Source: an optimization exercise on an open RTL-to-GDS flow (aim: small area, a short achievable clock period and few clock cycles). Production flows keep margins and buffers that such runs may drop.
Where RTL was checked, it was by simulation tests only, not by an equivalence proof against the original.
The RTL of runs 1, 2 and 7 was laid out without a check of its function.
Power is estimated from default activity; no workload was simulated.

==> design/flow/config.mk <==
export PLATFORM = sky130hd
export DESIGN_NAME = cpu_hazard
export DESIGN_NICKNAME = cpu_hazard
export VERILOG_FILES = /design/flow/design.v
export SDC_FILE = /design/flow/constraint.sdc
export NUM_CORES = 4
export LEC_CHECK = 0
export CAP_MARGIN = 20
export CORE_MARGIN = 2
export CORE_UTILIZATION = 40
export SETUP_SLACK_MARGIN = 2.5
export SLEW_MARGIN = 20
==> design/flow/constraint.sdc <==
create_clock -name core_clock -period 6.0 [get_ports {clk}]
set_input_delay 1.2000 -clock core_clock [delete_from_list [all_inputs] [get_ports {clk}]]
set_output_delay 1.2000 -clock core_clock [all_outputs]
set_load 0.01 [all_outputs]
==> design/flow/design.v <==
`timescale 1ns / 1ps
module cpu_hazard(input wire clk,
           input wire rst,
           input wire enable,
           input wire start,
           output wire d_we,
           output wire [7:0] i_addr,
           output wire [7:0] d_addr,
           input  wire [15:0] i_datain,
           input  wire [15:0] d_datain,
           output wire [15:0] d_dataout,
           output wire busy
    );
    function automatic [7:0] add8(input [7:0] x, input [7:0] y);
      reg [7:0] p, g, t, gg, tt;
      integer d, i;
      begin
        p = x ^ y;
        g = x & y;
        t = x | y;
        gg = g;
        tt = t;
        for (d = 1; d < 8; d = d * 2)
          for (i = 7; i >= d; i = i - 1)
          begin
            if (d == 1 && i == 1)
              gg[1] = g[1] | ((t[1] & x[0]) & y[0]);
            else
              gg[i] = gg[i] | (tt[i] & gg[i - d]);
            tt[i] = tt[i] & tt[i - d];
          end
        add8 = p ^ {gg[6:0], 1'b0};
      end
    endfunction
    function automatic [7:0] inc8(input [7:0] x);
      integer i;
      begin
        for (i = 0; i < 8; i = i + 1)
          inc8[i] = x[i] ^ ((i == 0) ? 1'b1 : &(x | ~((8'd1 << i) - 8'd1)));
      end
    endfunction
    function automatic [15:0] rev16(input [15:0] x);
      integer i;
      for (i = 0; i < 16; i = i + 1) rev16[i] = x[15 - i];
    endfunction
    reg state;
    reg [7:0] pc;
    reg [15:0] gr [0:7];       
    reg [7:0]  vld;            
    reg zf, nf, cf;
    reg [15:0] ex_a;           
    reg [15:0] ex_b;           
    reg [3:0]  ex_sh;          
    reg [7:0]  ex_wsel;        
    reg        ex_load;
    reg        ex_store;
    reg        ex_flags;       
    reg        ex_sub;         
    reg        ex_cin;         
    reg        ex_sra;         
    reg        ex_s_add, ex_s_and, ex_s_or, ex_s_xor, ex_s_shr, ex_s_shl;
    assign i_addr = pc;
    assign busy = state;
    wire ex = state & enable;
    wire cin = ex_cin;
    wire [15:0] ap = ex_a ^ ex_b;
    wire [15:0] ag = ex_a & ex_b;
    wire [15:0] ao = ex_a | ex_b;
    reg [15:0] kg, kt;
    integer d, i;
    always @(*)
    begin
      kg = ag;
      kt = ao;
      for (d = 1; d < 16; d = d * 2)
        for (i = 15; i >= d; i = i - 1)
        begin
          kg[i] = kg[i] | (kt[i] & kg[i - d]);
          kt[i] = kt[i] & kt[i - d];
        end
    end
    wire [16:0] carry = {kg | (kt & {16{cin}}), cin};
    wire [15:0] sum = ap ^ carry[15:0];
    wire alu_cf = ex_sub ? ~carry[16] : carry[16];
    wire alu_zf = (ap == {ao[14:0], cin});
    wire alu_nf = sum[15];
    wire fill = ex_sra & ex_a[15];
    reg [15:0] sx, sy;
    integer sk, si;
    always @(*)
    begin
      sx = ex_a;
      for (sk = 0; sk < 4; sk = sk + 1)
      begin
        for (si = 0; si < 16; si = si + 1)
          sy[si] = (ex_s_shl & ex_sh[sk] & ((si >= (1 << sk)) ? sx[(si - (1 << sk)) & 15] : 1'b0))
                 | (ex_s_shr & ex_sh[sk] & ((si + (1 << sk) <= 15) ? sx[(si + (1 << sk)) & 15] : fill))
                 | (~ex_sh[sk] & sx[si]);
        sx = sy;
      end
    end
    wire [15:0] wd = ({16{ex_s_add}} & sum) | ({16{ex_s_and}} & ag) | ({16{ex_s_or}} & ao)
                   | ({16{ex_s_xor}} & ap) | ({16{ex_s_shr | ex_s_shl}} & sx) | ({16{ex_load}} & d_datain);
    assign d_addr = add8(ex_a[7:0], {4'b0, ex_sh});
    assign d_dataout = ex_b;
    assign d_we = ex_store;
    wire zf_n = ex_flags ? alu_zf : zf;
    wire nf_n = ex_flags ? alu_nf : nf;
    wire cf_n = ex_flags ? alu_cf : cf;
    always @(posedge clk or negedge rst)
    begin
      if (!rst)
      begin
        zf <= 1'b0;
        nf <= 1'b0;
        cf <= 1'b0;
      end
      else
      begin
        zf <= zf_n;
        nf <= nf_n;
        cf <= cf_n;
      end
    end
    integer k;
    always @(posedge clk)
    begin
      for (k = 0; k < 8; k = k + 1)
        if (ex_wsel[k])
          gr[k] <= wd;
    end
    always @(posedge clk or negedge rst)
    begin
      if (!rst) vld <= 8'b0;
      else vld <= vld | ex_wsel;
    end
    wire [4:0] op = i_datain[15:11];
    wire [2:0] rd = i_datain[10:8];
    wire [2:0] r1 = i_datain[6:4];
    wire [2:0] r2 = i_datain[2:0];
    wire [7:0] imm8 = i_datain[7:0];
    wire [3:0] imm4 = i_datain[3:0];
    wire op_halt  = (op == 5'b00001);
    wire op_load  = (op == 5'b00010);
    wire op_store = (op == 5'b00011);
    wire op_shl   = (op == 5'b00100) || (op == 5'b00101);
    wire op_srl   = (op == 5'b00110);
    wire op_sra   = (op == 5'b00111);
    wire op_and   = (op == 5'b01101);
    wire op_or    = (op == 5'b01110);
    wire op_xor   = (op == 5'b01111);
    wire op_ldih  = (op == 5'b10000);
    wire op_imm   = (op == 5'b01001) || (op == 5'b01011);
    wire op_sub   = (op == 5'b01010) || (op == 5'b01011) || (op == 5'b01100) || (op == 5'b10010);
    wire op_addc  = (op == 5'b10001);
    wire op_subc  = (op == 5'b10010);
    wire op_jump  = (op == 5'b11000);
    wire op_br    = (op[4:3] == 2'b11) && !op_jump;   
    wire op_arith = (op == 5'b01000) || (op == 5'b01001) || (op == 5'b01010) || (op == 5'b01011) || (op == 5'b01100)
                 || (op == 5'b10000) || (op == 5'b10001) || (op == 5'b10010);
    wire wr_reg   = op_load || op_shl || op_srl || op_sra || op_and || op_or || op_xor
                 || (op_arith && op != 5'b01100);
    wire a_is_rd  = op_imm || op_ldih;
    wire [7:0] o_rd = 8'd1 << rd;
    wire [7:0] o_r1 = 8'd1 << r1;
    wire [7:0] o_r2 = 8'd1 << r2;
    wire [7:0] s_a = a_is_rd ? o_rd : o_r1;
    wire b_imm = op_ldih || op_imm;
    wire [7:0] s_b = b_imm ? 8'b0 : op_store ? o_rd : o_r2;
    wire [7:0] e_a = s_a & vld;
    wire [7:0] e_b = s_b & vld;
    wire [7:0] e_t = o_rd & vld;
    reg [15:0] g_a, g_b;
    reg [7:0] g_t;
    integer m;
    always @(*)
    begin
      g_a = 16'b0;
      g_b = 16'b0;
      g_t = 8'b0;
      for (m = 0; m < 8; m = m + 1)
      begin
        g_a = g_a | (gr[m] & {16{e_a[m]}});
        g_b = g_b | (gr[m] & {16{e_b[m]}});
        g_t = g_t | (gr[m][7:0] & {8{e_t[m]}});
      end
    end
    wire a_fwd = |(s_a & ex_wsel);
    wire [15:0] a_next = a_fwd ? wd : g_a;
    wire b_fwd = |(s_b & ex_wsel);
    wire [15:0] b_reg = {16{op_sub}} ^ (g_b | ({16{op_ldih}} & {imm8, 8'b0}) | ({16{op_imm}} & {8'b0, imm8}));
    wire [15:0] b_wd = {16{op_sub}} ^ wd;
    wire [15:0] b_next = b_fwd ? b_wd : b_reg;
    wire br_stall = op_br && |(o_rd & ex_wsel);
    wire [7:0] target = add8(g_t, imm8);
    wire taken = (op == 5'b11001) || ((op == 5'b11010) && zf_n) || ((op == 5'b11011) && !zf_n)
              || ((op == 5'b11100) && nf_n) || ((op == 5'b11101) && !nf_n)
              || ((op == 5'b11110) && cf_n) || ((op == 5'b11111) && !cf_n);
    wire go = ex && !br_stall;      
    always @(posedge clk or negedge rst)
    begin
      if (!rst) state <= 1'b0;
      else if (!state) state <= enable & start;
      else state <= enable & ~op_halt;
    end
    wire [7:0] pc_seq = !go ? pc : op_jump ? imm8 : op_halt ? pc : inc8(pc);
    wire take = go && op_br && taken;
    always @(posedge clk or negedge rst)
    begin
      if (!rst) pc <= 8'b0;
      else pc <= take ? target : pc_seq;
    end
    always @(posedge clk or negedge rst)
    begin
      if (!rst)
      begin
        ex_wsel <= 8'b0;
        ex_load <= 1'b0;
        ex_store <= 1'b0;
        ex_flags <= 1'b0;
      end
      else
      begin
        ex_wsel <= (go && wr_reg) ? o_rd : 8'b0;
        ex_load <= go && op_load;
        ex_store <= go && op_store;
        ex_flags <= go && op_arith;
      end
    end
    always @(posedge clk)
    begin
      ex_sub <= op_sub;
      ex_cin <= op_sub ? ~(op_subc & cf_n) : (op_addc & cf_n);
      ex_sra <= op_sra;
      ex_s_add <= op_arith;
      ex_s_and <= op_and;
      ex_s_or <= op_or;
      ex_s_xor <= op_xor;
      ex_s_shr <= op_srl || op_sra;
      ex_s_shl <= op_shl;
      ex_sh <= imm4;
      ex_a <= a_next;
      ex_b <= b_next;
    end
endmodule
==> design/flow/flow/run.sh <==
#!/bin/bash
# Layout flow: the standard ORFS flow (standard synthesis, floorplan, power grid,
# placement, CTS, routing) with two changes to how the resizer works:
#  - ports are buffered with a plain buffer (buf_4) instead of the delay cell the
#    platform picks by default;
#  - the resizer may change a cell to any equivalent cell, not only one with the
#    same footprint (MATCH_CELL_FOOTPRINT=0).
# ORFS writes each step's full log under orfs/logs; make's own output goes to flow.log.
set -euo pipefail
bash standard.sh MATCH_CELL_FOOTPRINT=0 "BUFFER_PORTS_ARGS=-buffer_cell sky130_fd_sc_hd__buf_4" finish > flow.log 2>&1
==> design/flow/standard.sh <==
#!/bin/bash
# synth_recipe.tcl (not shown) runs the flow's synth.tcl, then flattens the netlist and writes it again
# the make line also repeats each setting of config.mk as NAME=value (left out here)
make -C /OpenROAD-flow-scripts/flow DESIGN_CONFIG=/design/flow/config.mk WORK_HOME=/design/flow/orfs CLKGATE_MAP_FILE= SYNTH_SCRIPT=/design/flow/synth_recipe.tcl "${@:-finish}"
==> results of run 1 <==
[worst max path at each step]
stage / start / endpoint / slack, ns / cells past startpoint
after floorplan: i_datain[8] / pc[6]$_DFFE_PN0P_ / 2.14 / 16
after global placement: i_datain[12] / ex_b[13]$_DFF_P_ / 1.39 / 10
after detailed placement: i_datain[12] / ex_b[13]$_DFF_P_ / 1.39 / 10
after CTS: ex_b[0]$_DFF_P_ / ex_a[14]$_DFF_P_ / 2.42 / 12
after global routing: ex_s_shl$_DFF_P_ / ex_a[15]$_DFF_P_ / 2.43 / 10
final: ex_sh[1]$_DFF_P_ / d_addr[6] / 2.51 / 13
[tightest hold or removal path, cell delays in order (launching register included)]
cell	delay (ns)
dfrtp_1	0.33
nand2b_1	0.07
nand2_1	0.06
[timing repair]
| action | in CTS | in global routing |
|---|---|---|
| gates resized for setup | 54 | 49 |
| buffers inserted | 15 | 17 |
| cloned | 2 | 0 |
| pin swaps | 11 | 22 |
| setup endpoints to repair | 108 | 79 |
[synth_stat cells (21+ instances only)]
library cell  instances  area, um^2
edfxtp_1            128        3840
a22oi_1             115         863
nand2_1              86         323
inv_1                80         300
nor2_1               73         274
a21oi_1              59         295
ha_1                 56         701
o21ai_0              47         235
clkbuf_1             46         173
dfxtp_1              45         901
buf_2                42         210
nand3_1              34         170
xnor2_1              34         298
dfrtp_1              31         776
nor3_1               31         155
nand4_1              25         156
a22o_1               21         184
nor2b_1              21         131
xor2_1               21         184
[layout make-up]
cell class | count | area [um^2]
clock inverters | 15 | 166
flip-flops and latches | 204 | 5560
fillers | 3116 | 17600
repair buffers | 127 | 1050
multi-input cells | 986 | 7390
inverters | 84 | 324
well taps | 448 | 561
clock buffers | 26 | 597
[logic make-up after synthesis]
logic type	Yosys count	synth area share
AOI/OAI and AO/OA	464	0.264
adders and majority gates	57	0.0536
buffers and inverters	191	0.0633
and+or+nand+nor	379	0.148
xor gates and xnor gates	55	0.0358
muxes	30	0.0245
DFF	204	0.410
[state kept, by name, indices dropped and copies added, names as in the netlist, 4 cells and up]
register  count
gr          128
ex_a         16
ex_b         16
ex_wsel       8
pc            8
vld           8
ex_sh         4
[power groups by stage]
| stage | Combinational [mW] | Sequential, mW | Clock (mW) |
|---|---|---|---|
| 2_1_floorplan | 0.733 | 1.73 | 0 |
| 3_3_place_gp | 1.09 | 1.80 | 0 |
| 3_5_place_dp | 1.10 | 1.80 | 0 |
| 4_1_cts | 1.14 | 1.77 | 1.44 |
| 5_1_grt | 1.28 | 1.78 | 1.50 |
| 6_report | 1.20 | 1.78 | 1.42 |
[metal layers]
layer | vias up | global-route usage | routed length, um
li1 | 5410 | - | -
met1 | 5856 | 0.367 | 19700
met2 | 818 | 0.421 | 21700
met3 | 175 | 0.0486 | 5130
met4 | 0 | 0.114 | 2380
met5 | - | 0 | 0
==> results.txt, run 1 <==
status complete, no violations; CP required 4.80 ns; cell row count 67; Die W 187 um; Fin Hold WS 0.493 ns; Switching Share 0.325; nature of the critical path endpoint primary output; clock sink count 204; number of max-cap violations 0; final worst path period share 0.582; Die Footprint 35100 um^2; Combinational Power Share 0.273; kind of critical path flop to primary output; post-synthesis cell type count 92; critical path buffer and inverter count 5; total negative setup slack 0 ns; cell at the root of the clock tree clkbuf_16; flip-flop and latch count after synthesis between 200 and 250; num ports 70; overall via count from detail_route 12.3k; Avg Inst Size Synth 9.75 um^2; max_slew headroom 0.234; total routed wirelength a little under 50000 um; setup-violating endpoint count in the final report 0; sequential fraction of design power 0.405; setup slack after layout about 2.5 ns; Hold Path Origin zf$_DFF_PN0_; most frequent standard cell in the layout excluding fill and tap cells edfxtp_1; first-pass GRT wire length 73000 um; proportion of register bits with asynchronous set or reset after synthesis 0.152; clock-pin slew on the worst setup and hold paths about 0.060 ns; Bufs on Longest Clock Path 3; GRT overflow 0; leakage power 5.85 nW; logic depth of the worst register-to-register path 11; net load switching power 1.43 mW; worst reg2reg path startpoint ex_a[3]$_DFF_P_; internal power contribution 2.97 mW; via count of the first global-routing pass between 10k and 15k; largest net degree at the start of global routing 36; placer's final routability congestion estimate 0.956; Final #Nets approximately 1.5k; post-layout instance count excluding filler cells 1890; share of layout cells above drive strength 1 0.206; clock skew approximately 0.029 ns; design area approximately 16000 um^2; final critical delay including setup and external delays about 3.5 ns; Residual DRC 0; worst hold path type flop to flop; launching element type of the critical path flop; height of the die 187 um; final HPWL from detailed placement 33800 um; count of flip-flops with a built-in enable after synthesis 128; instance area at placement between 10000 and 15000 um^2; Cell Pwr Density 281 nW/um^2; total global routing track utilization 0.269; clock power share 0.323; internal reg-to-reg setup slack 2.58 ns; VDD IR-drop max 0.157 mV; worst-path cell with the longest stage delay dfxtp_4; source-to-sink clock delay at the later pin of the worst-skew pair between 0.5 and 0.6 ns; CP most frequent cell nor2_1; drt via density approximately 6.5; CTS H-Tree Depth 1; leading cell types in the layout, fill and taps excluded edfxtp_1 (128), a22oi_1 (115), buf_4 (114); count of inserted antenna diode cells 0; Most used DFF post-synth edfxtp_1; synthesized instance count 1380; Final Hold Vio Count 0; antenna violations before repair 0; Syn Nets 1473; critical register-to-register path endpoint gr[4][14]$_DFFE_PP_; count of final max-slew check failures 0; Least-Margin Pin Slew 1.14 ns; worst path cell trace buf_12 -> inv_4 -> buf_8 -> ha_4 -> inv_4 -> a31oi_4 -> nor2_1 -> nor2_1 -> nor2_1 -> nor2_1 -> or3_1 -> xnor2_1 -> buf_4; post-layout utilization of the core 0.470; TritonCTS clock tree yes; critical path data arrival time 2.29 ns; Final Total Pwr 4.40 mW; worst hold stages 2; hold buffers post-CTS 0; hold endpoint zf$_DFF_PN0_; max incr delay on CP about 0.36 ns; cell total after placement 1815; setup repair after global routing missed its margin yes; Core Footprint 33300 um^2; summed instance area of the synthesized netlist about 13000 um^2; worst setup slack before clock tree synthesis 1.39 ns; routed len/inst 25.9 um; layout overhead on the synthesized area 16.3%; portion of the post-synthesis area used by sequential elements 0.410; number of detailed-routing iterations run before antenna repair 10; maximum operating frequency approximately 290 MHz; count of input and output buffers 69; maximum fanout count along the critical path 2; cell class contributing the biggest share of worst-path delay simple AND/OR/NAND/NOR gates; initial standard-cell utilization of the core 0.404; Yosys warning total 2; count of nets left with antenna violations after detail routing 0; CTS buffer count 23; starting DRC count in detailed routing between 2k and 2.5k
==> inputs of run 2 (changes only) <==
--- a/design/flow/design.v
+++ b/design/flow/design.v
@@ -103,3 +103,13 @@
                    | ({16{ex_s_xor}} & ap) | ({16{ex_s_shr | ex_s_shl}} & sx) | ({16{ex_load}} & d_datain);
-    assign d_addr = add8(ex_a[7:0], {4'b0, ex_sh});
+    wire [3:0] da_p = ex_a[3:0] ^ ex_sh;
+    wire [3:0] da_g = ex_a[3:0] & ex_sh;
+    wire [3:0] da_t = ex_a[3:0] | ex_sh;
+    wire da_c1 = da_g[0];
+    wire da_c2 = da_g[1] | ((da_t[1] & ex_a[0]) & ex_sh[0]);
+    wire da_c3 = da_g[2] | (da_t[2] & da_g[1]) | (da_t[2] & da_t[1] & da_g[0]);
+    wire da_c4 = da_g[3] | (da_t[3] & da_g[2]) | (da_t[3] & da_t[2] & da_g[1])
+               | (da_t[3] & da_t[2] & da_t[1] & da_g[0]);
+    wire [3:0] da_hi = ex_a[7:4];
+    wire [3:0] da_inc = {da_hi[3] ^ (&da_hi[2:0]), da_hi[2] ^ (&da_hi[1:0]), da_hi[1] ^ da_hi[0], ~da_hi[0]};
+    assign d_addr = {da_c4 ? da_inc : da_hi, da_p ^ {da_c3, da_c2, da_c1, 1'b0}};
     assign d_dataout = ex_b;
==> run 2 against run 1 <==
Clock-buffer cell count rose by 4. Sequential share of layout area rose by 0.66 points. Global-route usage is 2.3 points higher. Via count is 1.1% higher. Fmax up 0.94%. Utilization is 0.087 points higher. Power rose by 0.17%. Sequential cell count unchanged. Synthesized cell count shrank 0.58%. Clock skew shrank 0.0056 ns. Routed wire length is 4.0% higher. Critical path depth fell by 4.
==> results.txt, run 2 <==
top cells by area, synth edfxtp_1 (29%), a22oi_1 (7.6%), dfxtp_1 (6.8%); count of inserted antenna diode cells 0; met3 wire length around 5500 um; Final Hold Vio Count 0; final worst path period share 0.576; CTS buffer count 23; count of nets left with antenna violations after detail routing 0; largest net degree at the start of global routing 37; logic depth of the worst register-to-register path 9; metal1 wirelength 20500 um; leakage power 5.80 nW; setup repair after global routing missed its margin yes; number of max-cap violations 0; antenna violations before repair 0; source-to-sink clock delay at the later pin of the worst-skew pair around 0.54 ns; Bufs on Longest Clock Path 3; Die W between 150 and 200 um; registers with the most flip-flops gr: 128 flops, ex_a: 16 flops, ex_b: 16 flops; overall via count from detail_route 12.4k; setup-violating endpoint count in the final report 0; num ports 70; drt via density roughly 6.6; total routed wirelength 50900 um; post-synthesis cell type count 87; post-layout instance count excluding filler cells 1876; flip-flop count of the largest register after layout 128; routed len/inst about 27 um; WL met2 22400 um; height of the die 186 um; VDD IR-drop max 0.214 mV; Fin Hold WS about 0.49 ns; Die Footprint 34600 um^2; synthesized instance count 1372; starting DRC count in detailed routing 1978; maximum fanout count along the critical path 23; Cell Pwr Density 287 nW/um^2; Avg Inst Size Synth 9.66 um^2; summed instance area of the synthesized netlist 13200 um^2; initial standard-cell utilization of the core 0.407; hold buffers post-CTS 0; TritonCTS clock tree yes; CP required 6.22 ns; CTS H-Tree Depth 1; worst hold path type flop to flop; count of input and output buffers 69; total global routing track utilization 0.292; critical path data arrival time 3.68 ns; uppermost metal layer occupied by signal nets met4; Least-Margin Pin Slew around 1.1 ns; ranking of synthesized cells by instance count a22oi_1 (134), edfxtp_1 (128), nor2_1 (97); GRT overflow 0; Yosys warning total 2; cell row count 66; proportion of register bits with asynchronous set or reset after synthesis 0.152; launching element type of the critical path flop; via count of the first global-routing pass about 12k; number of detailed-routing iterations run before antenna repair 7; layout overhead on the synthesized area 15.7%; total negative setup slack 0 ns; count leader, synth a22oi_1; portion of the post-synthesis area used by sequential elements 0.417; clock-pin slew on the worst setup and hold paths 0.06 ns; status complete, no violations; worst setup slack before clock tree synthesis roughly 1.6 ns; share of layout cells above drive strength 1 0.181; cell total after placement 1812; clock skew about 0.023 ns; placer's final routability congestion estimate 0.975; Syn Nets 1468; Synth top area share 0.290; flip-flop and latch count after synthesis 204; Most used DFF post-synth edfxtp_1; leading cell types in the layout, fill and taps excluded a22oi_1 (133), edfxtp_1 (128), buf_4 (107); most frequent standard cell in the layout excluding fill and tap cells a22oi_1; worst hold stages 2; first-pass GRT wire length 75200 um; setup slack after layout 2.54 ns; clock sink count 204; Final #Nets 1513; cell type with the largest total area after synthesis edfxtp_1; final HPWL from detailed placement 34600 um; max_slew headroom 0.238; Core Footprint 32500 um^2; register name with the most flops gr; kind of critical path flop to flop; nature of the critical path endpoint flop; maximum operating frequency 289 MHz; count of final max-slew check failures 0; final critical delay including setup and external delays 3.46 ns; Residual DRC 0; cell at the root of the clock tree clkbuf_16; count of flip-flops with a built-in enable after synthesis 128
## run 2: changes by cell type after synthesis, sizes merged, moves of 12 or more
cell | previous run | this run
clkbuf | 46 | 62
inv | 82 | 97
nor2b | 21 | 9
nor2 | 73 | 97
buf | 61 | 32
a22oi | 118 | 135
nand2 | 86 | 66
## run 2: timing repair
| item | 4_1_cts | 5_1_grt |
|---|---|---|
| gates cloned | 1 | 1 |
| gates resized for setup | 54 | 36 |
| buffers inserted | 14 | 6 |
| pin swaps | 8 | 13 |
| endpoints found under the setup margin | 127 | 66 |
## run 2: layout make-up
cell class / instances / area [um^2]
inverters: 101 / 393
multi-input cells: 974 / 7200
clock buffers: 30 / 664
fillers: 3085 / 17200
clock inverters: 12 / 100
flip-flops and latches: 204 / 5550
repair inverters: 1 / 5.00
well taps: 442 / 553
repair buffers: 112 / 865
## run 2: final timing paths
| check | from | to | slack (ns) |
|---|---|---|---|
| min reg2reg | zf$_DFF_PN0_ | zf$_DFF_PN0_ | 0.49 |
| max | ex_s_shr$_DFF_P_ | gr[5][7]$_DFFE_PP_ | 2.54 |
| min | zf$_DFF_PN0_ | zf$_DFF_PN0_ | 0.49 |
| max reg2reg | ex_s_shr$_DFF_P_ | gr[5][7]$_DFFE_PP_ | 2.54 |
| max in group asynchronous | rst | nf$_DFF_PN0_ | 5.05 |
| min in group asynchronous | rst | ex_wsel[0]$_DFF_PN0_ | 0.61 |
## run 2: report_power, final
| group | total [mW] | internal, mW | switching (mW) |
|---|---|---|---|
| Sequential | 1.77 | 1.62 | 0.146 |
| Combinational | 1.22 | 0.486 | 0.729 |
| Clock | 1.42 | 0.828 | 0.591 |
## run 2: per-stage QoR
stage / power [mW] / utilization / instance area (um^2)
3_5_place_dp: 2.91 / 0.434 / 14100
2_1_floorplan: 2.46 / - / 13300
4_1_cts: 4.36 / 0.465 / 15100
6_report: 4.40 / 0.471 / 15300
5_1_grt: 4.57 / 0.471 / 15300
3_3_place_gp: 2.91 / 0.434 / 14100
## run 2: logic make-up (layout without fill, tap and decap cells)
family,Yosys count,after routing,share of synthesized area
DFF,204,204,0.417
muxes,44,44,0.0351
buffers and inverters,195,256,0.0599
adders and majority gates,60,60,0.0572
xor gates and xnor gates,55,55,0.0364
AOI/OAI and AO/OA,452,453,0.253
and+or+nand+nor,362,362,0.142
## run 2: critical path, stage by stage, from the launching register on
cell and delay, ns:
dfxtp_1 0.49, buf_4 0.32, a22oi_1 0.19, a21oi_1 0.14
a221oi_1 0.51, nor3_1 0.10, o311ai_0 0.32, o21ai_0 0.25
a211oi_2 0.55, inv_1 0.28
## run 2: per-layer routing
layer,track usage,up-vias
met5,0,-
met4,0.132,0
met3,0.0475,173
met2,0.456,878
met1,0.397,5967
li1,-,5375
==> inputs of run 3 (changes only) <==
--- a/design/flow/design.v
+++ b/design/flow/design.v
@@ -205,5 +205,8 @@
     wire [7:0] target = add8(g_t, imm8);
-    wire taken = (op == 5'b11001) || ((op == 5'b11010) && zf_n) || ((op == 5'b11011) && !zf_n)
-              || ((op == 5'b11100) && nf_n) || ((op == 5'b11101) && !nf_n)
-              || ((op == 5'b11110) && cf_n) || ((op == 5'b11111) && !cf_n);
+    wire sel_z = (op[2:1] == 2'b01);
+    wire sel_n = (op[2:1] == 2'b10);
+    wire sel_c = (op[2:1] == 2'b11);
+    wire t_reg = ((sel_z & zf) | (sel_n & nf) | (sel_c & cf)) ^ op[0];
+    wire t_alu = ((sel_z & alu_zf) | (sel_n & alu_nf) | (sel_c & alu_cf)) ^ op[0];
+    wire taken = (op[2:1] == 2'b00) | (ex_flags ? t_alu : t_reg);
     wire go = ex && !br_stall;      
--- a/design/flow/config.mk
+++ b/design/flow/config.mk
@@ -10,3 +10,3 @@
 export CORE_UTILIZATION = 40
-export SETUP_SLACK_MARGIN = 2.5
+export SETUP_SLACK_MARGIN = 2.3
 export SLEW_MARGIN = 20
==> run 3 against run 2 <==
Still clean on timing, DRC and antenna. Critical path depth increased by 1. Power increased by 0.59%. Sequential power about the same. Routed wire length decreased by 2.6%. Die area increased by 0.30%. Via count decreased by 2.3%. Register-to-register slack got worse by 0.13 ns. Cell count decreased by 2.2%. Clock power about the same. Largest cell class unchanged.
==> results.txt, run 3 <==
VDD IR-drop max about 0.25 mV; proportion of register bits with asynchronous set or reset after synthesis 0.152; count of input and output buffers 69; largest net degree at the start of global routing 49; count of nets left with antenna violations after detail routing 0; internal power contribution 2.93 mW; nature of the critical path endpoint flop; number of max-cap violations 0; Die Footprint 34700 um^2; placer's final routability congestion estimate 0.975; share of layout cells above drive strength 1 0.167; logic depth of the worst register-to-register path 9; clock sink count 204; total negative setup slack 0 ns; layout overhead on the synthesized area 13.4%; clock skew 0.0224 ns; portion of the post-synthesis area used by sequential elements 0.415; TritonCTS clock tree yes; kind of critical path primary input to flop; critical path data arrival time 4.01 ns; Final Hold Vio Count 0; worst hold stages 2; count of final max-slew check failures 0; synthesized instance count roughly 1.4k; worst hold path type flop to flop; routed len/inst 27.0 um; final worst path period share 0.605; top cells by area, synth edfxtp_1 (29%), a22oi_1 (8.0%), dfxtp_1 (6.8%); antenna violations before repair 0; Synth top area share 0.289; number of detailed-routing iterations run before antenna repair 14; first-pass GRT wire length 72400 um; cell row count 66; maximum operating frequency 275 MHz; Least-Margin Pin Slew 1.14 ns; Hold Path Origin zf$_DFFE_PN0P_; drt via density 6.60; CTS H-Tree Depth 1; count leader, synth a22oi_1; flip-flop and latch count after synthesis 204; hold buffers post-CTS 0; final critical delay including setup and external delays 3.63 ns; worst reg2reg path startpoint ex_a[5]$_DFF_P_; CTS buffer count 24; ranking of synthesized cells by instance count a22oi_1 (141), edfxtp_1 (128), inv_1 (89); leading cell types in the layout, fill and taps excluded a22oi_1 (141), edfxtp_1 (128), buf_4 (94); total routed wirelength ~50000 um; Residual DRC 0; CP required around 6.4 ns; setup repair after global routing missed its margin yes; flip-flop count of the largest register after layout 128; setup-violating endpoint count in the final report 0; instance area at placement 14100 um^2; total global routing track utilization 0.281; clock-pin slew on the worst setup and hold paths around 0.07 ns; most frequent standard cell in the layout excluding fill and tap cells a22oi_1; net load switching power 1.50 mW; Switching Share 0.339; count of flip-flops with a built-in enable after synthesis 128; Avg Inst Size Synth 9.80 um^2; num ports 70; launching element of the worst setup path i_datain[15]; initial standard-cell utilization of the core 0.407; register name with the most flops gr; post-synthesis cell type count 95; starting DRC count in detailed routing 2155; leakage power 5.62 nW; Bufs on Longest Clock Path 3; max_slew headroom 0.242; registers with the most flip-flops gr: 128 flops, ex_a: 16 flops, ex_b: 16 flops; final HPWL from detailed placement approximately 34000 um; Core Footprint 32600 um^2; design area 15100 um^2; via count of the first global-routing pass about 12k; Combinational Power Share 0.274; Most used DFF post-synth edfxtp_1; cell at the root of the clock tree clkbuf_16; Syn Nets ~1.5k; Yosys warning total 2; Die W 186 um; height of the die 186 um; source-to-sink clock delay at the later pin of the worst-skew pair 0.53 ns; clock power share 0.319; overall via count from detail_route 12.1k; summed instance area of the synthesized netlist 13300 um^2; count of inserted antenna diode cells 0; maximum fanout count along the critical path 16; sequential fraction of design power 0.407; Final Total Pwr 4.43 mW; status complete, no violations; cell type with the largest total area after synthesis edfxtp_1; launching element type of the critical path primary input; Cell Pwr Density between 200 and 300 nW/um^2; Final #Nets ~1.5k; GRT overflow 0
## run 3: changes by cell type after synthesis, sizes merged, moves of 6 or more
cell | before | now
xor2 | 10 | 27
xnor2 | 45 | 31
and2 | 14 | 20
a22oi | 135 | 141
nor2 | 97 | 76
a31oi | 14 | 23
a21o | 11 | 3
a311oi | 11 | 2
o311ai | 11 | 3
clkbuf | 62 | 70
## run 3: final timing paths
path                                        endpoint  slack, ns
worst max-delay path                ex_b[14]$_DFF_P_       2.37
worst min-delay path                  zf$_DFFE_PN0P_       0.52
worst max register to register      ex_b[13]$_DFF_P_       2.41
worst min register to register        zf$_DFFE_PN0P_       0.52
max in group asynchronous       ex_wsel[1]$_DFF_PN0_       5.06
min in group asynchronous           vld[1]$_DFF_PN0_       0.61
## run 3: critical path, stage by stage
cell     delay [ns]
buf_4          0.17
and2b_1        0.27
nand3_2        0.30
or2_0          0.31
a21oi_1        0.16
and2_1         0.81
a22oi_1        0.22
and4_1         0.27
a32oi_1        0.18
xnor2_1        0.10
## run 3: cell families after synthesis
kind of cell    count (synthesis)  synth area share
compound gates                449             0.254
xor+xnor                       58            0.0382
fa+ha+maj                      60            0.0571
buf+inv                       197            0.0602
flops                         204             0.415
mux                            47            0.0373
simple gates                  341             0.137
## run 3: area by class of cell
class / count / area, um^2
multi-input cells: 955 / 7110
repair buffers: 96 / 724
flip-flops and latches: 204 / 5530
fillers: 3051 / 17600
clock buffers: 26 / 629
inverters: 93 / 363
clock inverters: 18 / 145
well taps: 442 / 553
## run 3: metrics by stage
| step | cells | util | setup WS, ns | hold WS, ns |
|---|---|---|---|---|
| finish | 1834 | 0.462 | 2.37 | 0.517 |
| floorplan | 1356 | - | 2.22 | 0.459 |
| global placement | 1785 | 0.432 | 1.48 | 0.494 |
| global route | 1834 | 0.462 | 2.26 | 0.563 |
| CTS | 1830 | 0.458 | 2.30 | 0.519 |
| detailed placement | 1786 | 0.433 | 1.54 | 0.511 |
## run 3: power by group through the flow
stage	clock [mW]	combinational, mW	sequential (mW)
after floorplan	0	0.764	1.75
after global placement	0	1.15	1.82
after detailed placement	0	1.16	1.82
after CTS	1.43	1.17	1.79
after global routing	1.49	1.31	1.81
final	1.41	1.21	1.80
## run 3: timing repair
| action | CTS | global route |
|---|---|---|
| setup buffers | 0 | 4 |
| setup endpoints to repair | 45 | 64 |
| pin swaps | 0 | 2 |
| gates resized for setup | 16 | 25 |
## run 3: routing by layer
metal	part of all wire	GRT usage	up-vias
met5	0	0	-
met4	0.052	0.136	0
met3	0.11	0.0666	168
met2	0.44	0.436	833
met1	0.40	0.369	5852
li1	-	-	5259
Testbench counts of run 3, summed over its fixed seeds: cycles 82,400.
==> inputs of run 4 (changes only) <==
--- a/design/flow/config.mk
+++ b/design/flow/config.mk
@@ -10,3 +10,4 @@
 export CORE_UTILIZATION = 40
-export SETUP_SLACK_MARGIN = 2.3
+export PLACE_DENSITY = 0.75
+export SETUP_SLACK_MARGIN = 2.5
 export SLEW_MARGIN = 20
==> run 4 against run 3 <==
First-iteration DRC count fell by 4.5%. Combinational power barely moved. Global-route usage fell by 0.87 points. Clock-buffer cell count fell by 1. Cell count rose by 0.11%. Critical path depth did not move. Register-to-register slack improved by 0.08 ns. Critical path type is now flop to flop. Largest cell class unchanged.
==> results.txt, run 4 <==
status complete, no violations; worst hold path type flop to flop; VDD IR-drop max 0.192 mV; source-to-sink clock delay at the later pin of the worst-skew pair 0.53 ns; Hold Path Origin nf$_DFFE_PN0P_; leakage power 5.66 nW; routing usage on met2 0.423; synthesized-area fraction occupied by ao, oa, aoi and oai cells 0.254; worst hold stages 1; cell at the root of the clock tree clkbuf_16; Synth top area share 0.289; setup repair after global routing missed its margin yes; clock sink count 204; final critical delay including setup and external delays 3.51 ns; count of input and output buffers 69; launching element of the worst setup path ex_s_shl$_DFF_P_; total negative setup slack 0 ns; height of the die 186 um; cell row count between 60 and 70; register name with the most flops gr; clock skew roughly 0.032 ns; kind of critical path flop to flop; CTS H-Tree Depth 1; final worst path period share 0.585; final HPWL from detailed placement 32400 um; met3 track demand over resource in global routing 0.0715; proportion of register bits with asynchronous set or reset after synthesis 0.152; summed instance area of the synthesized netlist roughly 13000 um^2; max incr delay on CP 0.51 ns; launching element type of the critical path flop; Combinational Power Share 0.279; cell type with the largest total area after synthesis edfxtp_1; setup-violating endpoint count in the final report 0; logic depth of the worst register-to-register path 10; Avg Inst Size Synth 9.80 um^2; fillers 2977; max_slew headroom 0.238; Residual DRC 0; count of nets left with antenna violations after detail routing 0; count of inserted antenna diode cells 0; hold buffers post-CTS 0; CP required about 6.5 ns; leading cell types in the layout, fill and taps excluded a22oi_1 (141), edfxtp_1 (128), buf_4 (95); num ports 70; main combinational cell family by area after synthesis compound AO/OA/AOI/OAI gates; internal power contribution 2.94 mW; flip-flop and latch count after synthesis 204; global routing met1 resource utilization 0.351; net load switching power about 1.5 mW; CTS buffer count 23; critical path data arrival time 3.96 ns; starting DRC count in detailed routing 2059; count leader, synth a22oi_1; Bufs on Longest Clock Path 3; via count of the first global-routing pass 11.6k; worst reg2reg path startpoint ex_s_shl$_DFF_P_; fraction of the mapped netlist area in adder cells 0.0571; top cells by area, synth edfxtp_1 (29%), a22oi_1 (8.0%), dfxtp_1 (6.8%); overall via count from detail_route around 12k; nature of the critical path endpoint flop; clock power share 0.314; maximum fanout count along the critical path 17; Least-Margin Pin Slew ~1.1 ns; total routed wirelength 47700 um; global-route layer with the greatest usage met2; cell total after placement 1778; GRT overflow 0; synthesized instance count 1356; ranking of synthesized cells by instance count a22oi_1 (141), edfxtp_1 (128), inv_1 (89); post-synthesis cell type count 95; Syn Nets approximately 1.5k; TritonCTS clock tree yes; number of detailed-routing iterations run before antenna repair 8; initial standard-cell utilization of the core 0.407; portion of the post-synthesis area used by sequential elements 0.415; post-layout instance count excluding filler cells 1836; Final Hold Vio Count 0; layout overhead on the synthesized area 14.7%; Core Footprint 32600 um^2; Most used DFF post-synth edfxtp_1; count of final max-slew check failures 0; antenna violations before repair 0; Yosys warning total 2; worst-path cell with the longest stage delay nand4b_1; placer's final routability congestion estimate 0.986; Die W 186 um; routed len/inst about 26 um; maximum operating frequency between 200 and 300 MHz; first-pass GRT wire length 71000 um; Die Footprint 34700 um^2; multiplexer share of the synthesized area 0.0373; flip-flop count of the largest register after layout 128; worst path cell trace buf_4 -> a22oi_1 -> o21ai_0 -> a21o_1 -> o2111a_1 -> or3_1 -> a32oi_1 -> nand4b_1 -> mux2i_1 -> xnor2_1; most frequent standard cell in the layout excluding fill and tap cells a22oi_1; largest net degree at the start of global routing 49; share of layout cells above drive strength 1 0.190; Switching Share 0.337; Cell Pwr Density 291 nW/um^2; drt via density 6.65; post-synthesis share of cell area spent on and, or, nand and nor gates 0.137; total global routing track utilization 0.272; area share of xor/xnor cells in the synthesized design 0.0382; registers with the most flip-flops gr: 128 flops, ex_a: 16 flops, ex_b: 16 flops; sequential fraction of design power 0.406; count of flip-flops with a built-in enable after synthesis 128; number of max-cap violations 0; clock-pin slew on the worst setup and hold paths around 0.06 ns; Final #Nets 1473
[run 4: cell counts after synthesis]
No cell type changed its count.
[run 4: worst paths after layout]
check | slack (ns) | endpoint
min in group asynchronous | 0.61 | vld[2]$_DFF_PN0_
max in group asynchronous | 5.06 | ex_wsel[3]$_DFF_PN0_
min | 0.53 | nf$_DFFE_PN0P_
min reg2reg | 0.53 | nf$_DFFE_PN0P_
max reg2reg | 2.49 | ex_b[0]$_DFF_P_
max | 2.49 | ex_b[0]$_DFF_P_
[run 4: routing by layer]
metal	part of all wire	wire length, um
met5	0	0
met4	0.058	2780
met3	0.13	6120
met2	0.44	20900
met1	0.38	17900
[run 4: worst max-delay path: cells and delay by family (launching register included)]
| kind | cells | cell delay (ns) |
|---|---|---|
| AOI/OAI and AO/OA | 5 | 1.33 |
| xor gates and xnor gates | 1 | 0.15 |
| buffers and inverters | 1 | 0.24 |
| DFF | 1 | 0.40 |
| and+or+nand+nor | 2 | 0.91 |
| muxes | 1 | 0.38 |
[run 4: power groups by stage]
stage          combinational, mW  clock (mW)  sequential [mW]
2_1_floorplan              0.769           0             1.75
3_3_place_gp                1.13           0             1.82
3_5_place_dp                1.15           0             1.82
4_1_cts                     1.18        1.41             1.79
5_1_grt                     1.34        1.47             1.81
6_report                    1.24        1.40             1.80
[run 4: cell type report]
cell class | count | area, um^2 | share of cell area
clock buffer | 25 | 583 | 0.0383
clock inverter | 17 | 176 | 0.0116
inverter | 93 | 373 | 0.0245
multi-input combinational | 955 | 7210 | 0.473
sequential | 204 | 5550 | 0.364
tap | 442 | 553 | 0.0363
timing repair buffer | 100 | 792 | 0.0520
[run 4: cell families after synthesis]
logic type	Yosys count
fa+ha+maj	60
xor+xnor	58
mux	47
flops	204
compound gates	449
simple gates	341
buf+inv	197
[run 4: timing repair]
action,4_1_cts,5_1_grt
buffers inserted,6,9
resized for setup,41,47
pin swaps,3,5
setup endpoints to repair,77,83
gates cloned,0,1
[run 4: per-stage QoR]
| step | hold slack (ns) | instance area, um^2 | total power, mW | util | setup slack, ns |
|---|---|---|---|---|---|
| finish | 0.526 | 15200 | 4.44 | 0.467 | 2.49 |
| global route | 0.554 | 15200 | 4.61 | 0.467 | 2.47 |
| CTS | 0.522 | 15000 | 4.37 | 0.459 | 2.44 |
| detailed placement | 0.501 | 14100 | 2.97 | 0.431 | 1.58 |
| global placement | 0.504 | 14100 | 2.95 | 0.431 | 1.64 |
| floorplan | 0.459 | 13400 | 2.52 | - | 2.24 |
==> inputs of run 5 (changes only) <==
--- a/design/flow/config.mk
+++ b/design/flow/config.mk
@@ -10,3 +10,2 @@
 export CORE_UTILIZATION = 40
-export PLACE_DENSITY = 0.75
 export SETUP_SLACK_MARGIN = 2.5
==> run 5 against run 4 <==
Combinational power hardly changed. Sequential power hardly changed. Area after synthesis stayed put. Non-clock buffer count is 16 higher. Global-route usage is 0.70 points higher. Clock skew is 0.019 ns lower. Sequential cell count stayed put. First-iteration DRC count is 16% higher. Fmax is 1.9% higher. Power is 3.7% higher. Cell count is 0.87% higher. Critical path type is now flop to primary output. Critical endpoint is now d_addr[5].
==> results.txt, run 5 <==
uppermost metal layer occupied by signal nets met4; post-layout utilization of the core 0.472; status complete, no violations; leading cell types in the layout, fill and taps excluded a22oi_1 (141), edfxtp_1 (128), buf_4 (111); WL met2 21600 um; Residual DRC 0; GRT overflow 0; total global routing track utilization 0.279; setup-violating endpoint count in the final report 0; critical register-to-register path endpoint pc[0]$_DFFE_PN0P_; post-synthesis cell type count 95; Bufs on Longest Clock Path 3; instance area at placement 14100 um^2; most frequent standard cell in the layout excluding fill and tap cells a22oi_1; kind of critical path flop to primary output; cell at the root of the clock tree clkbuf_16; clock power share 0.339; worst reg2reg path startpoint ex_a[12]$_DFF_P_; nature of the critical path endpoint primary output; final HPWL from detailed placement 34000 um; fillers roughly 3k; registers with the most flip-flops gr: 128 flops, ex_a: 16 flops, ex_b: 16 flops; Synth top area share 0.289; clock-pin slew on the worst setup and hold paths 0.07 ns; CP required 4.80 ns; ranking of synthesized cells by instance count a22oi_1 (141), edfxtp_1 (128), inv_1 (89); maximum operating frequency slightly below 300 MHz; VDD IR-drop max 0.196 mV; Hold Path Origin nf$_DFFE_PN0P_; Combinational Power Share 0.271; number of max-cap violations 0; register name with the most flops gr; count of final max-slew check failures 0; setup repair after global routing missed its margin yes; internal reg-to-reg setup slack 2.59 ns; flip-flop count of the largest register after layout 128; Final Hold Vio Count 0; count of inserted antenna diode cells 0; Syn Nets between 1k and 1.5k; TritonCTS clock tree yes; initial standard-cell utilization of the core 0.407; Switching Share 0.325; count leader, synth a22oi_1; height of the die 186 um; leakage power 5.79 nW; Least-Margin Pin Slew 1.18 ns; worst hold stages 1; internal power contribution 3.11 mW; net load switching power 1.49 mW; total negative setup slack 0 ns; drt via density 6.62; Most used DFF post-synth edfxtp_1; routed len/inst 26.7 um; hold endpoint nf$_DFFE_PN0P_; count of nets left with antenna violations after detail routing 0; total routed wirelength 49400 um; cell row count 66; layout overhead on the synthesized area 16.0%; summed instance area of the synthesized netlist 13300 um^2; largest net degree at the start of global routing 40; flip-flop and latch count after synthesis 204; Cell Pwr Density 299 nW/um^2; portion of the post-synthesis area used by sequential elements 0.415; CTS H-Tree Depth 1; launching element type of the critical path flop; starting DRC count in detailed routing 2386; source-to-sink clock delay at the later pin of the worst-skew pair approximately 0.53 ns; Die W 186 um; num ports 70; first-pass GRT wire length 72000 um; clock skew 0.0127 ns; sequential fraction of design power 0.390; Yosys warning total 2; proportion of register bits with asynchronous set or reset after synthesis 0.152; metal1 wirelength 20100 um; logic depth of the worst register-to-register path 9; max_slew headroom 0.213; count of input and output buffers 69; final worst path period share 0.573; setup slack after layout 2.56 ns; Avg Inst Size Synth between 9 and 10 um^2; worst hold path type flop to flop; critical path data arrival time 2.24 ns; number of detailed-routing iterations run before antenna repair 9; via count of the first global-routing pass 11.5k; clock sink count about 200; Final #Nets 1489; maximum fanout count along the critical path 6; CTS buffer count 23; antenna violations before repair 0; count of flip-flops with a built-in enable after synthesis around 130; share of layout cells above drive strength 1 0.201; cell type with the largest total area after synthesis edfxtp_1; placer's final routability congestion estimate 0.941; synthesized instance count 1356; met3 wire length between 5000 and 6000 um; worst setup slack before clock tree synthesis 1.48 ns; Die Footprint 34700 um^2; overall via count from detail_route ~12k; top cells by area, synth edfxtp_1 (29%), a22oi_1 (8.0%), dfxtp_1 (6.8%); final critical delay including setup and external delays ~3.4 ns; hold buffers post-CTS 0; Fin Hold WS 0.529 ns; design area approximately 15000 um^2; Core Footprint 32600 um^2
[run 5: cell counts after synthesis]
Identical to the previous run, type by type.
[run 5: layout make-up]
cell class | count | area [um^2] | share of cell area
tap | 442 | 553 | 0.0359
timing repair buffer | 116 | 921 | 0.0598
sequential | 204 | 5550 | 0.360
multi-input combinational | 955 | 7200 | 0.467
clock inverter | 14 | 231 | 0.0150
inverter | 93 | 363 | 0.0235
clock buffer | 28 | 594 | 0.0386
[run 5: through the flow]
| stage | cells | total power [mW] |
|---|---|---|
| after CTS | 1835 | 4.55 |
| after floorplan | 1356 | 2.52 |
| final | 1852 | 4.60 |
| after global routing | 1852 | 4.78 |
| after detailed placement | 1784 | 2.98 |
| after global placement | 1784 | 2.97 |
[run 5: kinds of logic (layout without fill, tap and decap cells)]
family / Yosys count / after routing / synth area share
adder cells (fa/ha/maj): 60 / 60 / 0.0571
flip-flops: 204 / 204 / 0.415
AO/OA/AOI/OAI: 449 / 449 / 0.254
multiplexers: 47 / 47 / 0.0373
buffers and inverters: 197 / 251 / 0.0602
XOR/XNOR: 58 / 58 / 0.0382
AND/OR/NAND/NOR: 341 / 341 / 0.137
[run 5: worst max path at each step]
stage,slack [ns],depth (start not counted),start,to
2_1_floorplan,2.24,15,i_datain[9],pc[5]$_DFFE_PN0P_
3_3_place_gp,1.48,7,i_datain[15],ex_a[10]$_DFF_P_
3_5_place_dp,1.48,8,i_datain[15],ex_a[5]$_DFF_P_
4_1_cts,2.50,15,i_datain[10],pc[5]$_DFFE_PN0P_
5_1_grt,2.47,9,ex_sh[0]$_DFF_P_,d_addr[5]
6_report,2.56,10,ex_a[1]$_DFF_P_,d_addr[5]
[run 5: critical path: stages, from the launching register on]
cell and delay (ns):
dfxtp_4 0.40, inv_4 0.12, ha_1 0.15, inv_1 0.05
a21oi_2 0.12, nor2_1 0.06, nor2_2 0.11, nor2_1 0.07
nor2_2 0.14, mux2_2 0.35, buf_4 0.14
[run 5: power groups by stage]
stage               clock [mW]  combinational [mW]  sequential [mW]
detailed placement           0                1.17             1.81
global placement             0                1.16             1.81
CTS                       1.57                1.19             1.78
global route              1.63                1.34             1.80
finish                    1.56                1.25             1.79
floorplan                    0               0.769             1.75
[run 5: what timing repair did]
action,4_1_cts,5_1_grt
setup endpoints to repair,96,91
pin swaps,3,12
setup buffers,9,16
hold endpoints to repair,0,0
gates resized for setup,46,41
gates cloned,0,1
[run 5: per-layer routing]
metal | GRT usage | vias to the layer above
met5 | 0.00286 | -
met4 | 0.135 | 0
met3 | 0.0448 | 176
met2 | 0.436 | 868
met1 | 0.378 | 5922
li1 | - | 5295
==> inputs of run 6 (changes only) <==
--- a/design/flow/config.mk
+++ b/design/flow/config.mk
@@ -10,2 +10,3 @@
 export CORE_UTILIZATION = 40
+export CTS_BUF_LIST = sky130_fd_sc_hd__clkbuf_8
 export SETUP_SLACK_MARGIN = 2.5
==> run 6 against run 5 <==
Clock skew is 0.032 ns higher. Worst hold slack worse by 0.0023 ns. First-iteration DRC count is 10% lower. Die area stayed put. Sequential cell count stayed put. Register-to-register slack worse by 0.02 ns. Fmax is 0.58% lower. Clock-buffer cell count is 10 higher. Critical endpoint unchanged. Largest power group unchanged.
==> results.txt, run 6 <==
status complete, no violations; net load switching power about 1.5 mW; setup-violating endpoint count in the final report 0; portion of the post-synthesis area used by sequential elements 0.415; internal reg-to-reg setup slack 2.57 ns; logic depth of the worst register-to-register path 10; post-layout utilization of the core 0.470; count of inserted antenna diode cells 0; clock skew approximately 0.045 ns; num ports 70; top cells by area, synth edfxtp_1 (29%), a22oi_1 (8.0%), dfxtp_1 (6.8%); antenna violations before repair 0; Residual DRC 0; flip-flop count of the largest register after layout around 130; cell type with the largest total area after synthesis edfxtp_1; register name with the most flops gr; proportion of register bits with asynchronous set or reset after synthesis 0.152; total global routing track utilization 0.281; summed instance area of the synthesized netlist 13300 um^2; number of max-cap violations 0; first-pass GRT wire length between 70000 and 80000 um; leading cell types in the layout, fill and taps excluded a22oi_1 (141), edfxtp_1 (128), buf_4 (109); critical path endpoint d_addr[5]; Die W roughly 190 um; count of nets left with antenna violations after detail routing 0; maximum operating frequency about 290 MHz; Avg Inst Size Synth 9.80 um^2; Switching Share 0.343; global routing met1 resource utilization 0.374; routed len/inst 26.5 um; kind of critical path flop to primary output; launching element of the worst setup path ex_a[1]$_DFF_P_; GRT overflow 0; Core Footprint 32600 um^2; global-route layer with the greatest usage met2; TritonCTS clock tree yes; Cell Pwr Density 285 nW/um^2; met3 track demand over resource in global routing 0.0524; VDD IR-drop max about 0.12 mV; post-synthesis cell type count 95; Yosys warning total 2; ranking of synthesized cells by instance count a22oi_1 (141), edfxtp_1 (128), inv_1 (89); Least-Margin Pin Slew 1.18 ns; count of flip-flops with a built-in enable after synthesis roughly 130; cell at the root of the clock tree clkbuf_8; CP required 4.80 ns; clock-pin slew on the worst setup and hold paths around 0.06 ns; placer's final routability congestion estimate 0.941; Most used DFF post-synth edfxtp_1; synthesized instance count 1356; flip-flop and latch count after synthesis 204; clock power share 0.303; critical register-to-register path endpoint pc[0]$_DFFE_PN0P_; overall via count from detail_route 12.3k; Syn Nets between 1k and 1.5k; worst hold path type flop to flop; leakage power 5.83 nW; max_slew headroom 0.214; share of layout cells above drive strength 1 0.207; starting DRC count in detailed routing 2142; sequential fraction of design power 0.411; final HPWL from detailed placement about 34000 um; total negative setup slack 0 ns; layout overhead on the synthesized area 15.4%; height of the die 186 um; count of input and output buffers 69; largest net degree at the start of global routing 35; Final Hold Vio Count 0; critical path data arrival time 2.26 ns; total routed wirelength between 40000 and 50000 um; source-to-sink clock delay at the later pin of the worst-skew pair between 0.5 and 0.6 ns; most frequent standard cell in the layout excluding fill and tap cells a22oi_1; final critical delay including setup and external delays between 3 and 4 ns; worst reg2reg path startpoint ex_a[1]$_DFF_P_; count of final max-slew check failures 0; Die Footprint around 35000 um^2; setup repair after global routing missed its margin yes; nature of the critical path endpoint primary output; maximum fanout count along the critical path 6; launching element type of the critical path flop; internal power contribution 2.87 mW; Combinational Power Share 0.286; worst setup slack before clock tree synthesis 1.48 ns; via count of the first global-routing pass 11.6k; drt via density 6.55; CTS H-Tree Depth 2; final worst path period share 0.577; worst hold stages 1; routing usage on met2 0.434; cell row count 66; registers with the most flip-flops gr: 128 flops, ex_a: 16 flops, ex_b: 16 flops; initial standard-cell utilization of the core 0.407; Bufs on Longest Clock Path 3; fillers ~3k; Final #Nets 1501; setup slack after layout between 2 and 3 ns; count leader, synth a22oi_1; clock sink count 204; number of detailed-routing iterations run before antenna repair 7; Synth top area share 0.289; CTS buffer count 36
## run 6: area by class of cell
cell class	count	area, um^2	area share
Clock buffer	38	523	0.0341
Timing Repair Buffer	115	931	0.0607
Clock inverter	27	216	0.0141
Inverter	93	365	0.0238
Multi-Input combinational cell	955	7200	0.469
Tap cell	442	553	0.0361
Sequential cell	204	5550	0.362
## run 6: worst max-delay path: stages (launching register included)
cell and delay [ns]:
dfxtp_2 0.48, inv_2 0.08, ha_1 0.20, inv_1 0.08, a21oi_2 0.06, nor2_1 0.11
nor2_2 0.06, nor2_1 0.14, nor2_2 0.08, mux2_4 0.30, buf_4 0.14
## run 6: repair_timing
action,4_1_cts,5_1_grt
cloned,1,1
buffers inserted,10,13
hold endpoints to repair,0,0
pin swaps,3,10
hold buffers,0,0
resized for setup,48,41
endpoints found under the setup margin,104,74
## run 6: worst min-delay path by stage
| stage | startpoint | to | slack, ns |
|---|---|---|---|
| floorplan | vld[4]$_DFF_PN0_ | vld[4]$_DFF_PN0_ | 0.46 |
| global placement | nf$_DFFE_PN0P_ | nf$_DFFE_PN0P_ | 0.50 |
| detailed placement | nf$_DFFE_PN0P_ | nf$_DFFE_PN0P_ | 0.51 |
| CTS | vld[3]$_DFF_PN0_ | vld[3]$_DFF_PN0_ | 0.53 |
| global route | vld[3]$_DFF_PN0_ | vld[3]$_DFF_PN0_ | 0.55 |
| finish | nf$_DFFE_PN0P_ | nf$_DFFE_PN0P_ | 0.53 |
## run 6: power groups by stage
| stage | Clock (mW) | Combinational (mW) | Sequential, mW |
|---|---|---|---|
| 6_report | 1.33 | 1.25 | 1.80 |
| 5_1_grt | 1.41 | 1.35 | 1.80 |
| 4_1_cts | 1.35 | 1.20 | 1.78 |
| 3_5_place_dp | 0 | 1.17 | 1.81 |
| 3_3_place_gp | 0 | 1.16 | 1.81 |
| 2_1_floorplan | 0 | 0.769 | 1.75 |
## run 6: routing by layer
metal | wire length, um | part of all wire | vias up
li1 | - | - | 5326
met2 | 21600 | 0.44 | 888
met4 | 2790 | 0.056 | 0
met1 | 19900 | 0.40 | 5870
met5 | 0 | 0 | -
met3 | 5310 | 0.11 | 182
## run 6: kinds of logic (layout without fill, tap and decap cells)
family          count (synthesis)  count (layout)  synth area share
compound gates                449             449             0.254
simple gates                  341             341             0.137
flops                         204             204             0.415
buf+inv                       197             273            0.0602
fa+ha+maj                      60              60            0.0571
xor+xnor                       58              58            0.0382
mux                            47              47            0.0373
## run 6: per-stage QoR
stage / total power, mW / hold WS [ns] / instance area [um^2] / instances
2_1_floorplan: 2.52 / 0.459 / 13400 / 1356
3_3_place_gp: 2.97 / 0.498 / 14100 / 1784
3_5_place_dp: 2.98 / 0.509 / 14100 / 1784
4_1_cts: 4.33 / 0.529 / 15100 / 1860
5_1_grt: 4.56 / 0.548 / 15300 / 1874
6_report: 4.37 / 0.527 / 15300 / 1874
==> inputs of run 7 (changes only) <==
--- a/design/flow/design.v
+++ b/design/flow/design.v
@@ -53,2 +53,4 @@
     reg [3:0]  ex_sh;          
+    reg [7:0]  ex_base;        
+    reg [3:0]  ex_off;         
     reg [7:0]  ex_wsel;        
@@ -103,7 +105,7 @@
                    | ({16{ex_s_xor}} & ap) | ({16{ex_s_shr | ex_s_shl}} & sx) | ({16{ex_load}} & d_datain);
-    wire [3:0] da_p = ex_a[3:0] ^ ex_sh;
-    wire [3:0] da_g = ex_a[3:0] & ex_sh;
-    wire [3:0] da_t = ex_a[3:0] | ex_sh;
+    wire [3:0] da_p = ex_base[3:0] ^ ex_off;
+    wire [3:0] da_g = ex_base[3:0] & ex_off;
+    wire [3:0] da_t = ex_base[3:0] | ex_off;
     wire da_c1 = da_g[0];
-    wire da_c2 = da_g[1] | ((da_t[1] & ex_a[0]) & ex_sh[0]);
+    wire da_c2 = da_g[1] | ((da_t[1] & ex_base[0]) & ex_off[0]);
     wire da_c3 = da_g[2] | (da_t[2] & da_g[1]) | (da_t[2] & da_t[1] & da_g[0]);
@@ -111,3 +113,3 @@
                | (da_t[3] & da_t[2] & da_t[1] & da_g[0]);
-    wire [3:0] da_hi = ex_a[7:4];
+    wire [3:0] da_hi = ex_base[7:4];
     wire [3:0] da_inc = {da_hi[3] ^ (&da_hi[2:0]), da_hi[2] ^ (&da_hi[1:0]), da_hi[1] ^ da_hi[0], ~da_hi[0]};
@@ -254,2 +256,4 @@
       ex_sh <= imm4;
+      ex_base <= (op_load || op_store) ? a_next[7:0] : 8'b0;
+      ex_off <= (op_load || op_store) ? imm4 : 4'b0;
       ex_a <= a_next;
--- a/design/flow/config.mk
+++ b/design/flow/config.mk
@@ -10,3 +10,2 @@
 export CORE_UTILIZATION = 40
-export CTS_BUF_LIST = sky130_fd_sc_hd__clkbuf_8
 export SETUP_SLACK_MARGIN = 2.5
==> run 7 against run 6 <==
Largest cell class unchanged. First-iteration DRC count shrank 12%. Worst hold slack lost 0.0036 ns. Routed wire length increased by 3.4%.
==> results.txt, run 7 <==
share of layout cells above drive strength 1 0.208; count of final max-slew check failures 0; nature of the critical path endpoint flop; total global routing track utilization 0.278; flip-flop count of the largest register after layout 128; cell type with the largest total area after synthesis edfxtp_1; post-synthesis cell type count 85; worst setup slack before clock tree synthesis around 1.4 ns; ranking of synthesized cells by instance count edfxtp_1 (128), inv_1 (107), a22oi_1 (101); CTS buffer count 24; maximum operating frequency 289 MHz; Core Footprint 33600 um^2; clock sink count approximately 220; Final Hold Vio Count 0; height of the die 189 um; registers with the most flip-flops gr: 128 flops, ex_a: 16 flops, ex_b: 16 flops; Residual DRC 0; critical path data arrival time between 3 and 4 ns; drt via density 6.47; Die W between 150 and 200 um; flip-flop and latch count after synthesis 216; launching element type of the critical path primary input; proportion of register bits with asynchronous set or reset after synthesis 0.144; maximum fanout count along the critical path 19; register name with the most flops gr; overall via count from detail_route 12.6k; leading cell types in the layout, fill and taps excluded edfxtp_1 (128), buf_4 (127), inv_1 (105); GRT overflow 0; largest net degree at the start of global routing 37; worst path cell trace buf_8 -> and4b_4 -> a22oi_1 -> nand2_1 -> nand4b_1 -> inv_1 -> ha_2 -> nor3_1 -> a2111o_1 -> a21oi_2 -> o21bai_1 -> xor2_1 -> o221ai_1 -> mux2i_1; cell row count 67; CTS H-Tree Depth 1; placer's final routability congestion estimate 0.965; status complete, no violations; setup slack after layout between 2 and 3 ns; portion of the post-synthesis area used by sequential elements 0.421; Yosys warning total 2; clock skew about 0.036 ns; leakage power 6.35 nW; cell at the root of the clock tree clkbuf_16; worst-path cell with the longest stage delay a2111o_1; clock-pin slew on the worst setup and hold paths 0.06 ns; Most used DFF post-synth edfxtp_1; Syn Nets 1507; count of inserted antenna diode cells 0; final HPWL from detailed placement 35400 um; Bufs on Longest Clock Path 3; initial standard-cell utilization of the core 0.407; Synth top area share 0.281; routed len/inst between 20 and 30 um; Cell Pwr Density 287 nW/um^2; count leader, synth edfxtp_1; max_slew headroom 0.142; final worst path period share 0.576; count of flip-flops with a built-in enable after synthesis 128; fillers 3088; kind of critical path primary input to flop; Die Footprint between 30000 and 40000 um^2; VDD IR-drop max 0.229 mV; number of max-cap violations 0; starting DRC count in detailed routing about 1.9k; first-pass GRT wire length 75900 um; CP required 6.45 ns; max incr delay on CP 0.42 ns; count of input and output buffers 69; antenna violations before repair 0; Least-Margin Pin Slew 1.28 ns; source-to-sink clock delay at the later pin of the worst-skew pair 0.56 ns; TritonCTS clock tree yes; count of nets left with antenna violations after detail routing 0; final critical delay including setup and external delays between 3 and 4 ns; setup-violating endpoint count in the final report 0; synthesized instance count 1412; summed instance area of the synthesized netlist 13700 um^2; Avg Inst Size Synth 9.69 um^2; total negative setup slack 0 ns; num ports 70; Final #Nets between 1.5k and 2k; total routed wirelength 51300 um; number of detailed-routing iterations run before antenna repair 9; setup repair after global routing missed its margin yes; layout overhead on the synthesized area 18.7%; most frequent standard cell in the layout excluding fill and tap cells edfxtp_1; top cells by area, synth edfxtp_1 (28%), dfxtp_1 (8.3%), dfrtp_1 (5.7%); worst hold path type flop to flop; via count of the first global-routing pass 11.9k
-- run 7: worst max-delay path: cells and delay by family --
family	cells	cell delay (ns)
AO/OA/AOI/OAI	5	1.03
adder cells (fa/ha/maj)	1	0.22
XOR/XNOR	1	0.26
multiplexers	1	0.14
buffers and inverters	2	0.28
AND/OR/NAND/NOR	4	0.75
-- run 7: path summary, 6_finish.rpt --
kind,startpoint,endpoint,slack (ns),depth (start not counted)
min in group asynchronous,rst,ex_wsel[0]$_DFF_PN0_,0.58,1
setup reg to reg,ex_sh[3]$_DFF_P_,gr[0][3]$_DFFE_PP_,2.59,7
setup / recovery,i_datain[9],pc[6]$_DFFE_PN0P_,2.54,14
hold / removal,zf$_DFFE_PN0P_,zf$_DFFE_PN0P_,0.52,1
max in group asynchronous,rst,cf$_DFF_PN0_,5.07,1
hold reg to reg,zf$_DFFE_PN0P_,zf$_DFFE_PN0P_,0.52,1
-- run 7: cell families (layout without fill, tap and decap cells) --
family	after synthesis	in the layout	synth area share
DFF	216	216	0.421
AOI/OAI and AO/OA	442	443	0.247
xor gates and xnor gates	51	51	0.0326
and+or+nand+nor	386	386	0.147
adders and majority gates	59	59	0.0545
buffers and inverters	207	289	0.0585
muxes	51	51	0.0400
-- run 7: report_power, final --
part           internal, mW  switching (mW)
Clock                 0.914           0.620
Sequential             1.72           0.164
Combinational         0.489           0.754
-- run 7: layout make-up --
cell class                      count  area [um^2]  share of cell area
Clock buffer                       27          612              0.0377
Clock inverter                     17          216              0.0133
Inverter                          108          405              0.0250
Multi-Input combinational cell    990         7590               0.467
Sequential cell                   216         5780               0.356
Tap cell                          448          561              0.0345
Timing Repair Buffer              137         1070              0.0660
-- run 7: metrics by stage --
step / area, um^2 / cells / power (mW) / utilization / hold WS (ns)
finish: 16200 / 1943 / 4.66 / 0.483 / 0.524
global route: 16200 / 1943 / 4.85 / 0.483 / 0.543
CTS: 15900 / 1923 / 4.61 / 0.472 / 0.525
detailed placement: 14700 / 1858 / 3.04 / 0.438 / 0.499
global placement: 14700 / 1858 / 3.03 / 0.438 / 0.508
floorplan: 13900 / 1412 / 2.57 / - / 0.456
-- run 7: repair_timing --
| item | in CTS | in global routing |
|---|---|---|
| buffers inserted | 20 | 19 |
| hold endpoints to repair | 0 | 0 |
| gates resized for setup | 48 | 59 |
| endpoints found under the setup margin | 83 | 79 |
| cloned | 1 | 1 |
| hold buffers | 0 | 0 |
| pin swaps | 10 | 20 |
-- run 7: routing by layer --
metal,track usage,share of wire,vias up
li1,-,-,5559
met1,0.387,0.42,6064
met4,0.123,0.047,0
met5,0,0,-
met3,0.0443,0.094,177
met2,0.428,0.44,780

## what the ideal ports hide
No port has a modelled driver above. Below, the same layouts with a new extraction and two added sets of constraints. Step 1 (the two cells are an assumption about what drives the block):
set clk [get_ports {clk}]
set_driving_cell -lib_cell sky130_fd_sc_hd__clkbuf_16 $clk
set_driving_cell -lib_cell sky130_fd_sc_hd__buf_2 [delete_from_list [all_inputs] $clk]
Step 2 moves the port delays by t, midway between the first and last clock arrival at a register: inputs arrive t later, outputs are due t later. That takes back most of the time a late clock gives input paths. a / b / c = no drivers / after step 1 / after step 2; a / b = the first two.
| run | shift t [ns] | slack for setup (ns) | latest minus earliest clock arrival (ns) |
|---|---|---|---|
| run 1 | 0.562 | 2.511 / 2.458 / 1.992 | 0.029 / 0.029 |
| run 2 | 0.577 | 2.543 / 2.496 / 2.008 | 0.024 / 0.024 |
| run 3 | 0.569 | 2.370 / 2.365 / 1.813 | 0.024 / 0.023 |
| run 4 | 0.562 | 2.493 / 2.493 / 1.997 | 0.032 / 0.032 |
| run 5 | 0.575 | 2.560 / 2.507 / 2.036 | 0.013 / 0.013 |
| run 6 | 0.584 | 2.539 / 2.492 / 2.043 | 0.047 / 0.047 |
| run 7 | 0.591 | 2.542 / 2.525 / 1.955 | 0.036 / 0.035 |
After both steps every run listed still meets setup and hold. The setup slack of run 7, which loses most, moves by -0.017 ns with the drivers and by -0.587 ns with both steps.
